What follows belongs to an exercise in optimizing a design on an open flow for small area and a short achievable clock period; a production flow would make more cautious choices. At most, simulation tests tie the RTL to the original design; equivalence was not proved. Power and IR drop assume default switching activity.

==> run a <==
==> flow/design.v (excerpt) <==
module piped_wallace_mult(
    input wire clock, reset,
    input wire [15:0] x, y,
    output reg [31:0] prod
);
export LEC_CHECK = 0
export ABC_CLOCK_PERIOD_IN_PS = 800
export CAP_MARGIN = 20
export CORE_MARGIN = 2
export CORE_UTILIZATION = 65
export CTS_BUF_LIST = sky130_fd_sc_hd__clkbuf_4
export CTS_CLUSTER_SIZE = 20
export SETUP_SLACK_MARGIN = 1.0
export SLEW_MARGIN = 20
create_clock -name core_clock -period 2.8 [get_ports {clock}]
run.sh (not shown) runs the stock make flow with config.mk's settings and CLKGATE_MAP_FILE= SYNTH_SCRIPT=/design/flow/synth_recipe.tcl, a recipe that flattens the netlist after the stock synthesis.
==> inputs of run b, as changes to run a <==
==> flow/config.mk (replaced) <==
export PLATFORM = sky130hd
export DESIGN_NAME = piped_wallace_mult
export DESIGN_NICKNAME = piped_wallace_mult
export VERILOG_FILES = /design/flow/design.v
export SDC_FILE = /design/flow/constraint.sdc
export NUM_CORES = 4
export LEC_CHECK = 0
export ABC_CLOCK_PERIOD_IN_PS = 1500
export CAP_MARGIN = 20
export CORE_MARGIN = 2
export CORE_UTILIZATION = 40
export SETUP_SLACK_MARGIN = 1.0
export SLEW_MARGIN = 20
==> inputs of run c, as changes to run a <==
==> flow/config.mk (replaced) <==
export PLATFORM = sky130hd
export DESIGN_NAME = piped_wallace_mult
export DESIGN_NICKNAME = piped_wallace_mult
export VERILOG_FILES = /design/flow/design.v
export SDC_FILE = /design/flow/constraint.sdc
export NUM_CORES = 4
export LEC_CHECK = 0
export CAP_MARGIN = 20
export CORE_MARGIN = 2
export CORE_UTILIZATION = 65
export PLACE_DENSITY = 0.75
export SLEW_MARGIN = 20
==> comparison table <==
quantity                                                              run a           run c           run b
Outcome                                    no timing/DRC/antenna violations  no timing/DRC/antenna violations  no timing/DRC/antenna violations
Reg-to-Reg Start                                             r3[29]$_DFF_P_   r1[8]$_DFF_P_  r1[12]$_DFF_P_
Number of iterations in the first detailed-routing pass                   5               5               4
Number of placement rows                                                 50              50              64
Sequential Power Share                                                0.341           0.374           0.337
Die H                                                                141 um          141 um          179 um
WP buf/inv                                                                2               0               2
Non-Filler Cell Area, Final                                    0.0158 sq mm    0.0141 sq mm    0.0162 sq mm
Signal buffers                                                          200             114             182
Sum of net half-perimeters after detailed placement               19,200 um       18,500 um       20,200 um
GR met1 Demand/Resource                                               0.410           0.391           0.262
Worst reg-to-reg setup slack                                        0.63 ns         0.44 ns         0.73 ns
GR Layer Usage met3                                                  0.0665          0.0493          0.0282
Number of antenna cells inserted                                          1               0               0
Worst reg-to-reg path cell count                                          9               4               6
Clock network contribution to total cell area                        0.0491          0.0595          0.0550
Delay of the slowest cell on the worst path                         0.33 ns         0.75 ns         0.52 ns
CTS H-tree depth                                                          2               1               1
Ratio of cells with drive above 1 in the final layout                 0.395           0.105           0.347
Clock slew at reported path FFs                                     0.07 ns         0.06 ns         0.06 ns
Sequential cell area                                          0.00538 sq mm   0.00524 sq mm   0.00539 sq mm
Endpoint of the lowest-slack register-to-register path   prod[26]$_DFF_PP0_  r2[50]$_DFF_P_  r2[70]$_DFF_P_
CP startpoint                                                r3[29]$_DFF_P_   r1[8]$_DFF_P_  r1[12]$_DFF_P_
Portion of total power attributed to the clock network                0.182           0.223           0.211

========
==> inputs of job 4219 <==
piped_wallace_mult, a different RTL version from the one above (not shown whole).
clock: 2.8 ns
lec_check: 0
cap_margin: 20
core_margin: 2
core_utilization: 40
cts_cluster_diameter: 150
cts_cluster_size: 30
setup_slack_margin: 0.95
slew_margin: 20
synth_hierarchical: 1
synth_minimum_keep_size: 0
buffer_ports_args: -buffer_cell sky130_fd_sc_hd__buf_1
standard.sh (not shown) runs the stock make flow with config.mk's settings and CLKGATE_MAP_FILE= SYNTH_SCRIPT=/design/flow/synth_recipe.tcl, a recipe that flattens the netlist after the stock synthesis.
==> flow/flow/run.sh <==
#!/bin/bash
# The standard layout (standard.sh, unchanged synthesis), except that the
# port buffers are plain buffers instead of delay cells. Tool output: standard.log
# here and ORFS's own logs under orfs/logs.
set -e
echo 'export BUFFER_PORTS_ARGS = -buffer_cell sky130_fd_sc_hd__buf_1' >> "$FLOW_CONFIG"
bash standard.sh > standard.log 2>&1
==> job 3077: changes against job 4219 <==
--- a/flow/config.mk
+++ b/flow/config.mk
@@ -7,2 +7,3 @@
 export LEC_CHECK = 0
+export ABC_AREA = 1
 export CAP_MARGIN = 20
@@ -12,3 +13,3 @@
 export CTS_CLUSTER_SIZE = 30
-export SETUP_SLACK_MARGIN = 0.95
+export SETUP_SLACK_MARGIN = 1.0
 export SLEW_MARGIN = 20
==> qor summary <==
Outcome: job 4219 no timing/DRC/antenna violations; job 3077 no timing/DRC/antenna violations
Routed length per placed instance: job 4219 17.3 µm; job 3077 13.1 µm
Internal Power: job 4219 8.03 mW; job 3077 7.08 mW
Power after layout: job 4219 12.2 mW; job 3077 11.4 mW
Maximum clock rate: job 4219 547 MHz; job 3077 570 MHz
CP max FO: job 4219 8; job 3077 1
Post-synth cell types: job 4219 30; job 3077 31
Cell with the largest stage delay on the worst path: job 4219 sky130_fd_sc_hd__dfxtp_2; job 3077 sky130_fd_sc_hd__fa_1
Vias in the first global route: job 4219 7747; job 3077 10.7k
Total global routing track utilization: job 4219 15.5%; job 3077 17.6%
Reg2Reg Launch Point: job 4219 r3[16]$_DFF_P_; job 3077 r2[29]$_DFF_P_
Sequential cell area: job 4219 0.00517 mm²; job 3077 0.00515 mm²
Area share of the largest cell type after synthesis: job 4219 33.4%; job 3077 29.6%
Amount of wire on met2 after detailed routing: job 4219 11.3 mm; job 3077 13.9 mm
Number of multi-input logic gates: job 4219 685; job 3077 1399
Launching instance or port of the critical path: job 4219 r3[16]$_DFF_P_; job 3077 r2[29]$_DFF_P_
Layout Area Growth over Synthesis: job 4219 8.04%; job 3077 2.91%
No run of this note included a check of the RTL's function; only the layout flow was run.

========
==> run R <==
piped_wallace_mult, a different RTL version from the one above (not shown whole).
Settings: LEC_CHECK=0, CAP_MARGIN=20, CORE_MARGIN=2, CORE_UTILIZATION=40, CTS_CLUSTER_DIAMETER=150, CTS_CLUSTER_SIZE=30, SETUP_SLACK_MARGIN=1.0, SLEW_MARGIN=20, SYNTH_HIERARCHICAL=1, SYNTH_MINIMUM_KEEP_SIZE=0, BUFFER_PORTS_ARGS=-buffer_cell sky130_fd_sc_hd__buf_1; clock period 2.8 ns.
Scripts as last shown in full above: flow/flow/run.sh
==> run D (differences from run R) <==
--- a/flow/config.mk
+++ b/flow/config.mk
@@ -10,7 +10,7 @@
 export CORE_UTILIZATION = 40
 export CTS_CLUSTER_DIAMETER = 150
 export CTS_CLUSTER_SIZE = 30
-export SETUP_SLACK_MARGIN = 1.0
+export SETUP_SLACK_MARGIN = 0.95
 export SLEW_MARGIN = 20
 export SYNTH_HIERARCHICAL = 1
 export SYNTH_MINIMUM_KEEP_SIZE = 0
==> run notes <==
Result of the run: run R complete, no violations; run D complete, no violations
Post-DP HPWL: run R 18,500 um; run D 18,400 um
Register share of total power: run R 43.9%; run D 44.4%
Reported combinational group power: run R 4.81 mW; run D 4.68 mW
Clock network fraction of design power: run R 16.3%; run D 16.4%
M2 GR Usage: run R 24.3%; run D 24.1%
Clock buffer count in the final layout: run R 16; run D 17
Power, Total: run R 12.1 mW; run D 11.9 mW
Minimum setup slack after placement: run R 0.444 ns; run D 0.440 ns
Met2 wire len: run R 11,100 um; run D 10,900 um
Routed via count: run R 7,430; run D 7,406
Hold slack final: run R 0.134 ns; run D 0.128 ns
Final net count: run R 1,220; run D 1,205
Relative area of clock buffers and inverters in the final design: run R 2.68%; run D 2.76%
Register share of the cell area: run R 37.1%; run D 37.8%
Comb power frac: run R 39.8%; run D 39.2%
Placement Cell Area: run R 12,800 um^2; run D 12,800 um^2

========
==> inputs of build 89 <==
Another version of the RTL of piped_wallace_mult (not shown whole).
export LEC_CHECK = 0
export CAP_MARGIN = 20
export CORE_MARGIN = 2
export CORE_UTILIZATION = 40
export CTS_CLUSTER_DIAMETER = 150
export CTS_CLUSTER_SIZE = 30
export PLACE_DENSITY = 0.8
export SETUP_SLACK_MARGIN = 0.95
export SLEW_MARGIN = 20
export SYNTH_HIERARCHICAL = 1
export SYNTH_MINIMUM_KEEP_SIZE = 0
export BUFFER_PORTS_ARGS = -buffer_cell sky130_fd_sc_hd__buf_1
create_clock -name core_clock -period 2.8 [get_ports {clock}]
Scripts as last shown in full above: flow/flow/run.sh
==> trial 95: changes against build 89 <==
Settings changed: ABC_AREA set to 1, PLACE_DENSITY 0.8 to unset, SETUP_SLACK_MARGIN 0.95 to 1.0.
==> flow_summary_export.csv <==
group,metric,value,unit
outcome,status,"no timing/DRC/antenna violations",
synth,syn_area,12800,sq um
synth,syn_inst,1088,
synth,synth.top_cell.area_share,33.0,%
timing,max_slew_margin,52.3,%
clock_tree,postCtsSetupBuffers,1,
global_routing,grt_use_met1,20.9,%
timing,tightestPinTransition,0.715,ns
worst_setup_path,crit_end,"prod[30]",
(the above is from build 89)
==> flow_summary_export.csv <==
group,metric,value,unit
synth,syn_area,13100,sq um
timing,max_slew_margin,33.5,%
timing,tightestPinTransition,0.997,ns
global_routing,grt_use_met1,28.7,%
clock_tree,postCtsSetupBuffers,2,
worst_setup_path,crit_end,"r3[46]",
outcome,status,"no timing/DRC/antenna violations",
(the above is from trial 95)

========
==> inputs of trial 63 <==
Another version of the RTL of piped_wallace_mult (not shown whole).
==> flow/config.mk <==
export PLATFORM = sky130hd
export DESIGN_NAME = piped_wallace_mult
export DESIGN_NICKNAME = piped_wallace_mult
export VERILOG_FILES = /design/flow/design.v
export SDC_FILE = /design/flow/constraint.sdc
export NUM_CORES = 4
export LEC_CHECK = 0
export CAP_MARGIN = 20
export CORE_MARGIN = 2
export CORE_UTILIZATION = 40
export CTS_BUF_LIST = sky130_fd_sc_hd__clkbuf_8
export SETUP_SLACK_MARGIN = 0.95
export SLEW_MARGIN = 20
export SYNTH_HIERARCHICAL = 1
export SYNTH_MINIMUM_KEEP_SIZE = 0
==> flow/constraint.sdc <==
create_clock -name core_clock -period 2.8 [get_ports {clock}]
set_input_delay 0.5600 -clock core_clock [delete_from_list [all_inputs] [get_ports {clock}]]
set_output_delay 0.5600 -clock core_clock [all_outputs]
set_load 0.01 [all_outputs]
run.sh (not shown) runs the stock make flow with config.mk's settings and CLKGATE_MAP_FILE= SYNTH_SCRIPT=/design/flow/synth_recipe.tcl, a recipe that flattens the netlist after the stock synthesis.
Stock flow here: none of the scripts above is used.
==> trial 83 (differences from trial 63) <==
--- a/flow/design.v
+++ b/flow/design.v
@@ -4,11 +4,11 @@
     output reg [31:0] prod
 );
     reg [59:0] r1;
     reg [101:0] r2;
     reg [61:0] r3;
-    reg v1, v2, v3;
+    reg v1, v2;
     wire g1 = x[1] & x[0];
     wire q2 = x[1] ^ x[0];
     wire g3 = x[2] & x[1];
     wire q4 = x[2] ^ x[1];
     wire g5 = x[3] & x[2];
@@ -573,18 +573,18 @@
     wire z625 = r3[61] ^ t593;
     wire [31:0] result = {z625, z624, z623, z622, z621, z620, z619, z618, z617, z616, z615, z614, z613, z612, z611, z610, z609, z608, z607, z606, z605, z604, z603, z602, z601, z600, z599, z598, z597, z596, z595, r3[1]};
     always @(posedge clock) begin
         r1 <= {(y[14] & y[15]), (y[14] & ~y[15]) | (~y[14] & y[15]), y[14], (y[11] & y[12] & y[13] & ~y[14]) | (~y[11] & ~y[12] & ~y[13] & y[14]), (y[11] & ~y[12] & y[13] & ~y[14]) | (~y[11] & y[12] & y[13] & ~y[14]) | (y[11] & ~y[12] & ~y[13] & y[14]) | (~y[11] & y[12] & ~y[13] & y[14]), (y[11] & y[12] & ~y[13] & ~y[14]) | (~y[11] & ~y[12] & y[13] & ~y[14]) | (y[11] & y[12] & ~y[13] & y[14]) | (~y[11] & ~y[12] & y[13] & y[14]), (y[11] & ~y[12] & ~y[13] & ~y[14]) | (~y[11] & y[12] & ~y[13] & ~y[14]) | (y[11] & ~y[12] & y[13] & y[14]) | (~y[11] & y[12] & y[13] & y[14]), y[11], (y[8] & y[9] & y[10] & ~y[11]) | (~y[8] & ~y[9] & ~y[10] & y[11]), (y[8] & ~y[9] & y[10] & ~y[11]) | (~y[8] & y[9] & y[10] & ~y[11]) | (y[8] & ~y[9] & ~y[10] & y[11]) | (~y[8] & y[9] & ~y[10] & y[11]), (y[8] & y[9] & ~y[10] & ~y[11]) | (~y[8] & ~y[9] & y[10] & ~y[11]) | (y[8] & y[9] & ~y[10] & y[11]) | (~y[8] & ~y[9] & y[10] & y[11]), (y[8] & ~y[9] & ~y[10] & ~y[11]) | (~y[8] & y[9] & ~y[10] & ~y[11]) | (y[8] & ~y[9] & y[10] & y[11]) | (~y[8] & y[9] & y[10] & y[11]), y[8], (y[5] & y[6] & y[7] & ~y[8]) | (~y[5] & ~y[6] & ~y[7] & y[8]), (y[5] & ~y[6] & y[7] & ~y[8]) | (~y[5] & y[6] & y[7] & ~y[8]) | (y[5] & ~y[6] & ~y[7] & y[8]) | (~y[5] & y[6] & ~y[7] & y[8]), (y[5] & y[6] & ~y[7] & ~y[8]) | (~y[5] & ~y[6] & y[7] & ~y[8]) | (y[5] & y[6] & ~y[7] & y[8]) | (~y[5] & ~y[6] & y[7] & y[8]), (y[5] & ~y[6] & ~y[7] & ~y[8]) | (~y[5] & y[6] & ~y[7] & ~y[8]) | (y[5] & ~y[6] & y[7] & y[8]) | (~y[5] & y[6] & y[7] & y[8]), y[5], (y[2] & y[3] & y[4] & ~y[5]) | (~y[2] & ~y[3] & ~y[4] & y[5]), (y[2] & ~y[3] & y[4] & ~y[5]) | (~y[2] & y[3] & y[4] & ~y[5]) | (y[2] & ~y[3] & ~y[4] & y[5]) | (~y[2] & y[3] & ~y[4] & y[5]), (y[2] & y[3] & ~y[4] & ~y[5]) | (~y[2] & ~y[3] & y[4] & ~y[5]) | (y[2] & y[3] & ~y[4] & y[5]) | (~y[2] & ~y[3] & y[4] & y[5]), (y[2] & ~y[3] & ~y[4] & ~y[5]) | (~y[2] & y[3] & ~y[4] & ~y[5]) | (y[2] & ~y[3] & y[4] & y[5]) | (~y[2] & y[3] & y[4] & y[5]), y[2], (~y[0] & ~y[1] & y[2]), (y[0] & y[1] & ~y[2]) | (y[0] & ~y[1] & y[2]), (~y[0] & y[1] & ~y[2]) | (~y[0] & y[1] & y[2]), (y[0] & ~y[1] & ~y[2]) | (y[0] & y[1] & y[2]), t110, z125, z124, z123, z122, z121, z120, z119, z118, z117, z116, z115, z114, z113, z112, z111, q2, x[15], x[14], x[13], x[12], x[11], x[10], x[9], x[8], x[7], x[6], x[5], x[4], x[3], x[2], x[1], x[0]};
         r2 <= {p232, p237, p231, p230, p215, p229, p214, p236, p228, p213, c297, p227, s296, c295, p226, s294, c293, p235, s292, c291, c289, s290, s288, c287, c285, s286, s284, c283, c281, s282, s280, c279, c277, s278, s276, c275, c273, s274, s272, c271, c269, s270, s268, c267, c265, s266, s264, c263, c261, s262, s260, c259, c257, s258, s256, c255, c253, s254, s252, c251, c249, s250, s248, c247, c245, r1[57], s246, s244, c243, p182, p167, s242, c241, p181, p166, s240, c239, r1[52], p180, p165, s238, p164, p149, p134, p163, p148, p133, r1[47], p162, p147, p132, p146, p131, p145, p130, r1[42], p144, p129, p128, p127, r1[37], p126};
-        r3 <= {c401 ^ s402, c401 & s402, c399 ^ s400, c399 & s400, c397 ^ s398, c397 & s398, c395 ^ s396, c395 & s396, c393 ^ s394, c393 & s394, c391 ^ s392, c391 & s392, c389 ^ s390, c389 & s390, c387 ^ s388, c387 & s388, c385 ^ s386, c385 & s386, c383 ^ s384, c383 & s384, c381 ^ s382, c381 & s382, c379 ^ s380, c379 & s380, c377 ^ s378, c377 & s378, c375 ^ s376, c375 & s376, c373 ^ s374, c373 & s374, c371 ^ s372, c371 & s372, c369 ^ s370, c369 & s370, c367 ^ s368, c367 & s368, c365 ^ s366, c365 & s366, c363 ^ s364, c363 & s364, c361 ^ s362, c361 & s362, c359 ^ s360, c359 & s360, c357 ^ s358, c357 & s358, c355 ^ s356, c355 & s356, c353 ^ s354, c353 & s354, c351 ^ s352, c351 & s352, c349 ^ s350, c349 & s350, c347 ^ s348, c347 & s348, s346 ^ r2[6], s346 & r2[6], r2[3], r2[2], r2[0] ^ r2[1], r2[0] & r2[1]};
     end
     always @(posedge clock or posedge reset)
         if (reset) begin
-            v1 <= 1'b0; v2 <= 1'b0; v3 <= 1'b0; prod <= 32'd0;
+            v1 <= 1'b0; v2 <= 1'b0; r3 <= 62'd0; prod <= 32'd0;
         end else begin
-            v1 <= 1'b1; v2 <= v1; v3 <= v2;
-            prod <= v3 ? result : 32'd0;
+            v1 <= 1'b1; v2 <= v1;
+            r3 <= v2 ? {c401 ^ s402, c401 & s402, c399 ^ s400, c399 & s400, c397 ^ s398, c397 & s398, c395 ^ s396, c395 & s396, c393 ^ s394, c393 & s394, c391 ^ s392, c391 & s392, c389 ^ s390, c389 & s390, c387 ^ s388, c387 & s388, c385 ^ s386, c385 & s386, c383 ^ s384, c383 & s384, c381 ^ s382, c381 & s382, c379 ^ s380, c379 & s380, c377 ^ s378, c377 & s378, c375 ^ s376, c375 & s376, c373 ^ s374, c373 & s374, c371 ^ s372, c371 & s372, c369 ^ s370, c369 & s370, c367 ^ s368, c367 & s368, c365 ^ s366, c365 & s366, c363 ^ s364, c363 & s364, c361 ^ s362, c361 & s362, c359 ^ s360, c359 & s360, c357 ^ s358, c357 & s358, c355 ^ s356, c355 & s356, c353 ^ s354, c353 & s354, c351 ^ s352, c351 & s352, c349 ^ s350, c349 & s350, c347 ^ s348, c347 & s348, s346 ^ r2[6], s346 & r2[6], r2[3], r2[2], r2[0] ^ r2[1], r2[0] & r2[1]} : 62'd0;
+            prod <= result;
         end
 endmodule
 module pfx(input wire gh, ph, gl, pl, output wire g, p);
     assign g = gh | (ph & gl);
     assign p = ph & pl;
==> build 30 (differences from trial 63) <==
--- a/flow/design.v
+++ b/flow/design.v
@@ -4,11 +4,11 @@
     output reg [31:0] prod
 );
     reg [59:0] r1;
     reg [101:0] r2;
     reg [61:0] r3;
-    reg v1, v2, v3;
+    reg v1, v2;
     wire g1 = x[1] & x[0];
     wire q2 = x[1] ^ x[0];
     wire g3 = x[2] & x[1];
     wire q4 = x[2] ^ x[1];
     wire g5 = x[3] & x[2];
@@ -573,18 +573,18 @@
     wire z625 = r3[61] ^ t593;
     wire [31:0] result = {z625, z624, z623, z622, z621, z620, z619, z618, z617, z616, z615, z614, z613, z612, z611, z610, z609, z608, z607, z606, z605, z604, z603, z602, z601, z600, z599, z598, z597, z596, z595, r3[1]};
     always @(posedge clock) begin
         r1 <= {(y[14] & y[15]), (y[14] & ~y[15]) | (~y[14] & y[15]), y[14], (y[11] & y[12] & y[13] & ~y[14]) | (~y[11] & ~y[12] & ~y[13] & y[14]), (y[11] & ~y[12] & y[13] & ~y[14]) | (~y[11] & y[12] & y[13] & ~y[14]) | (y[11] & ~y[12] & ~y[13] & y[14]) | (~y[11] & y[12] & ~y[13] & y[14]), (y[11] & y[12] & ~y[13] & ~y[14]) | (~y[11] & ~y[12] & y[13] & ~y[14]) | (y[11] & y[12] & ~y[13] & y[14]) | (~y[11] & ~y[12] & y[13] & y[14]), (y[11] & ~y[12] & ~y[13] & ~y[14]) | (~y[11] & y[12] & ~y[13] & ~y[14]) | (y[11] & ~y[12] & y[13] & y[14]) | (~y[11] & y[12] & y[13] & y[14]), y[11], (y[8] & y[9] & y[10] & ~y[11]) | (~y[8] & ~y[9] & ~y[10] & y[11]), (y[8] & ~y[9] & y[10] & ~y[11]) | (~y[8] & y[9] & y[10] & ~y[11]) | (y[8] & ~y[9] & ~y[10] & y[11]) | (~y[8] & y[9] & ~y[10] & y[11]), (y[8] & y[9] & ~y[10] & ~y[11]) | (~y[8] & ~y[9] & y[10] & ~y[11]) | (y[8] & y[9] & ~y[10] & y[11]) | (~y[8] & ~y[9] & y[10] & y[11]), (y[8] & ~y[9] & ~y[10] & ~y[11]) | (~y[8] & y[9] & ~y[10] & ~y[11]) | (y[8] & ~y[9] & y[10] & y[11]) | (~y[8] & y[9] & y[10] & y[11]), y[8], (y[5] & y[6] & y[7] & ~y[8]) | (~y[5] & ~y[6] & ~y[7] & y[8]), (y[5] & ~y[6] & y[7] & ~y[8]) | (~y[5] & y[6] & y[7] & ~y[8]) | (y[5] & ~y[6] & ~y[7] & y[8]) | (~y[5] & y[6] & ~y[7] & y[8]), (y[5] & y[6] & ~y[7] & ~y[8]) | (~y[5] & ~y[6] & y[7] & ~y[8]) | (y[5] & y[6] & ~y[7] & y[8]) | (~y[5] & ~y[6] & y[7] & y[8]), (y[5] & ~y[6] & ~y[7] & ~y[8]) | (~y[5] & y[6] & ~y[7] & ~y[8]) | (y[5] & ~y[6] & y[7] & y[8]) | (~y[5] & y[6] & y[7] & y[8]), y[5], (y[2] & y[3] & y[4] & ~y[5]) | (~y[2] & ~y[3] & ~y[4] & y[5]), (y[2] & ~y[3] & y[4] & ~y[5]) | (~y[2] & y[3] & y[4] & ~y[5]) | (y[2] & ~y[3] & ~y[4] & y[5]) | (~y[2] & y[3] & ~y[4] & y[5]), (y[2] & y[3] & ~y[4] & ~y[5]) | (~y[2] & ~y[3] & y[4] & ~y[5]) | (y[2] & y[3] & ~y[4] & y[5]) | (~y[2] & ~y[3] & y[4] & y[5]), (y[2] & ~y[3] & ~y[4] & ~y[5]) | (~y[2] & y[3] & ~y[4] & ~y[5]) | (y[2] & ~y[3] & y[4] & y[5]) | (~y[2] & y[3] & y[4] & y[5]), y[2], (~y[0] & ~y[1] & y[2]), (y[0] & y[1] & ~y[2]) | (y[0] & ~y[1] & y[2]), (~y[0] & y[1] & ~y[2]) | (~y[0] & y[1] & y[2]), (y[0] & ~y[1] & ~y[2]) | (y[0] & y[1] & y[2]), t110, z125, z124, z123, z122, z121, z120, z119, z118, z117, z116, z115, z114, z113, z112, z111, q2, x[15], x[14], x[13], x[12], x[11], x[10], x[9], x[8], x[7], x[6], x[5], x[4], x[3], x[2], x[1], x[0]};
         r2 <= {p232, p237, p231, p230, p215, p229, p214, p236, p228, p213, c297, p227, s296, c295, p226, s294, c293, p235, s292, c291, c289, s290, s288, c287, c285, s286, s284, c283, c281, s282, s280, c279, c277, s278, s276, c275, c273, s274, s272, c271, c269, s270, s268, c267, c265, s266, s264, c263, c261, s262, s260, c259, c257, s258, s256, c255, c253, s254, s252, c251, c249, s250, s248, c247, c245, r1[57], s246, s244, c243, p182, p167, s242, c241, p181, p166, s240, c239, r1[52], p180, p165, s238, p164, p149, p134, p163, p148, p133, r1[47], p162, p147, p132, p146, p131, p145, p130, r1[42], p144, p129, p128, p127, r1[37], p126};
-        r3 <= {c401 ^ s402, c401 & s402, c399 ^ s400, c399 & s400, c397 ^ s398, c397 & s398, c395 ^ s396, c395 & s396, c393 ^ s394, c393 & s394, c391 ^ s392, c391 & s392, c389 ^ s390, c389 & s390, c387 ^ s388, c387 & s388, c385 ^ s386, c385 & s386, c383 ^ s384, c383 & s384, c381 ^ s382, c381 & s382, c379 ^ s380, c379 & s380, c377 ^ s378, c377 & s378, c375 ^ s376, c375 & s376, c373 ^ s374, c373 & s374, c371 ^ s372, c371 & s372, c369 ^ s370, c369 & s370, c367 ^ s368, c367 & s368, c365 ^ s366, c365 & s366, c363 ^ s364, c363 & s364, c361 ^ s362, c361 & s362, c359 ^ s360, c359 & s360, c357 ^ s358, c357 & s358, c355 ^ s356, c355 & s356, c353 ^ s354, c353 & s354, c351 ^ s352, c351 & s352, c349 ^ s350, c349 & s350, c347 ^ s348, c347 & s348, s346 ^ r2[6], s346 & r2[6], r2[3], r2[2], r2[0] ^ r2[1], r2[0] & r2[1]};
     end
     always @(posedge clock or posedge reset)
         if (reset) begin
-            v1 <= 1'b0; v2 <= 1'b0; v3 <= 1'b0; prod <= 32'd0;
+            v1 <= 1'b0; v2 <= 1'b0; r3 <= 62'd0; prod <= 32'd0;
         end else begin
-            v1 <= 1'b1; v2 <= v1; v3 <= v2;
-            prod <= v3 ? result : 32'd0;
+            v1 <= 1'b1; v2 <= v1;
+            r3 <= v2 ? {c401 ^ s402, c401 & s402, c399 ^ s400, c399 & s400, c397 ^ s398, c397 & s398, c395 ^ s396, c395 & s396, c393 ^ s394, c393 & s394, c391 ^ s392, c391 & s392, c389 ^ s390, c389 & s390, c387 ^ s388, c387 & s388, c385 ^ s386, c385 & s386, c383 ^ s384, c383 & s384, c381 ^ s382, c381 & s382, c379 ^ s380, c379 & s380, c377 ^ s378, c377 & s378, c375 ^ s376, c375 & s376, c373 ^ s374, c373 & s374, c371 ^ s372, c371 & s372, c369 ^ s370, c369 & s370, c367 ^ s368, c367 & s368, c365 ^ s366, c365 & s366, c363 ^ s364, c363 & s364, c361 ^ s362, c361 & s362, c359 ^ s360, c359 & s360, c357 ^ s358, c357 & s358, c355 ^ s356, c355 & s356, c353 ^ s354, c353 & s354, c351 ^ s352, c351 & s352, c349 ^ s350, c349 & s350, c347 ^ s348, c347 & s348, s346 ^ r2[6], s346 & r2[6], r2[3], r2[2], r2[0] ^ r2[1], r2[0] & r2[1]} : 62'd0;
+            prod <= result;
         end
 endmodule
 module pfx(input wire gh, ph, gl, pl, output wire g, p);
     assign g = gh | (ph & gl);
     assign p = ph & pl;
- CTS_BUF_LIST: sky130_fd_sc_hd__clkbuf_8 -> unset
- SETUP_SLACK_MARGIN: 0.95 -> 1.4
==> key figures <==
Die
  • # Taps: 442

Critical path
  • Max stage delay on crit path: 0.47 ns
  • Critical path type: primary input to flop
  • Reg2Reg Depth: 7

Layout
  • Buffers excl. clock: 104
  • Commonest cells after routing, fill and taps aside: 186 x dfxtp_1, 98 x xnor2_1, 98 x a21o_1, 96 x and2_1, 78 x inv_1
  • Clock-cell share: 6.55%

Hold path
  • Hold EP: r1[8]$_DFF_P_

Pwr
  • Switch share: 32.5%
  • Combinational power: 4.97 mW

Run status
  • Status: finished clean

Placed design
  • GPL Wtd Cong: 0.828

Routing
  • Routed Wire Length: 26600 µm
# the run above: trial 63

==> key figures <==
Critical path
  • Reg2Reg Depth: 6
  • Max stage delay on crit path: 0.52 ns

Routing
  • Routed Wire Length: 28200 µm

Run status
  • Status: finished clean

Pwr
  • Combinational power: 4.52 mW
  • Switch share: 32.6%

Die
  • # Taps: 448

Placed design
  • GPL Wtd Cong: 0.837

Hold path
  • Hold EP: r1[12]$_DFF_P_

Layout
  • Buffers excl. clock: 105
  • Commonest cells after routing, fill and taps aside: 126 x and2_1, 119 x dfxtp_1, 100 x xnor2_1, 98 x a21o_1, 95 x dfrtp_1
  • Clock-cell share: 5.80%

GRT
  • Met3 Usage GRT: 3.19%
# the run above: trial 83

==> key figures <==
Layout
  • Clock-cell share: 5.27%
  • Buffers excl. clock: 200

Critical path
  • Reg2Reg Depth: 6
  • Max stage delay on crit path: 0.56 ns

Logic synthesis
  • EDFF count, synth: 0

Pwr
  • Combinational power: 5.65 mW
  • Seq pwr share: 37.2%
  • Clock power share: 24.2%
  • Switch share: 32.4%

Clock tree
  • Clk latency of the worst-skew pair: 0.53 ns

Die
  • # Taps: 448

Timing
  • Crit path setup slack, layout: 0.883 ns

Hold path
  • Hold Startpoint: x[5]
  • Hold EP: r1[5]$_DFF_P_

Routing
  • Routed Wire Length: 30900 µm

Run status
  • Status: finished clean
# the run above: build 30

The RTL of trial 63 was laid out without a check of its function.

## separate check: timing with driven ports
In the flow no input, the clock included, has a driving cell. The finished layouts below were timed again as built, in two steps.
Step 1: set_driving_cell puts a clkbuf_16 on clock and a buf_2 on each other input, an assumption about the parent block.
Step 2, shift: input delay + t, output delay - t, t = (earliest + latest rising clock arrival at the registers) / 2. This alone moves slack from input paths to output paths.
Slacks: ideal / step 1 / step 2; pairs: ideal / step 1.
run | t, ns | setup WS [ns] | worst setup path after step 2 | slew at the worst register clock pin (ns) | pins driven straight from the clock port
run a | 0.714 | 0.630 / 0.630 / 0.630 | register to register | 0.07 / 0.07 | 1
run b | 0.564 | 0.727 / 0.727 / 0.727 | register to register | 0.06 / 0.06 | 1
run c | 0.570 | 0.442 / 0.442 / 0.442 | register to register | 0.06 / 0.06 | 1
job 4219 | 0.511 | 0.971 / 0.971 / 0.555 | input to register | 0.11 / 0.11 | 1
job 3077 | 0.528 | 1.044 / 1.044 / 0.740 | input to register | 0.11 / 0.11 | 1
run R | 0.527 | 0.997 / 0.997 / 0.561 | input to register | 0.12 / 0.12 | 1
run D | 0.520 | 0.941 / 0.941 / 0.533 | input to register | 0.11 / 0.11 | 1
build 89 | 0.521 | 0.958 / 0.958 / 0.528 | input to register | 0.11 / 0.11 | 1
trial 95 | 0.534 | 1.004 / 1.004 / 0.711 | input to register | 0.12 / 0.12 | 1
trial 63 | 0.581 | 0.936 / 0.953 / 0.377 | input to register | 0.06 / 0.06 | 1
trial 83 | 0.587 | 0.907 / 0.907 / 0.424 | input to register | 0.06 / 0.06 | 1
build 30 | 0.577 | 0.883 / 0.883 / 0.723 | input to register | 0.06 / 0.06 | 1
After both steps setup and hold are still met in every run listed. For trial 63, which loses most, drivers alone change the setup slack by +0.017 ns; drivers and shift together by -0.559 ns.
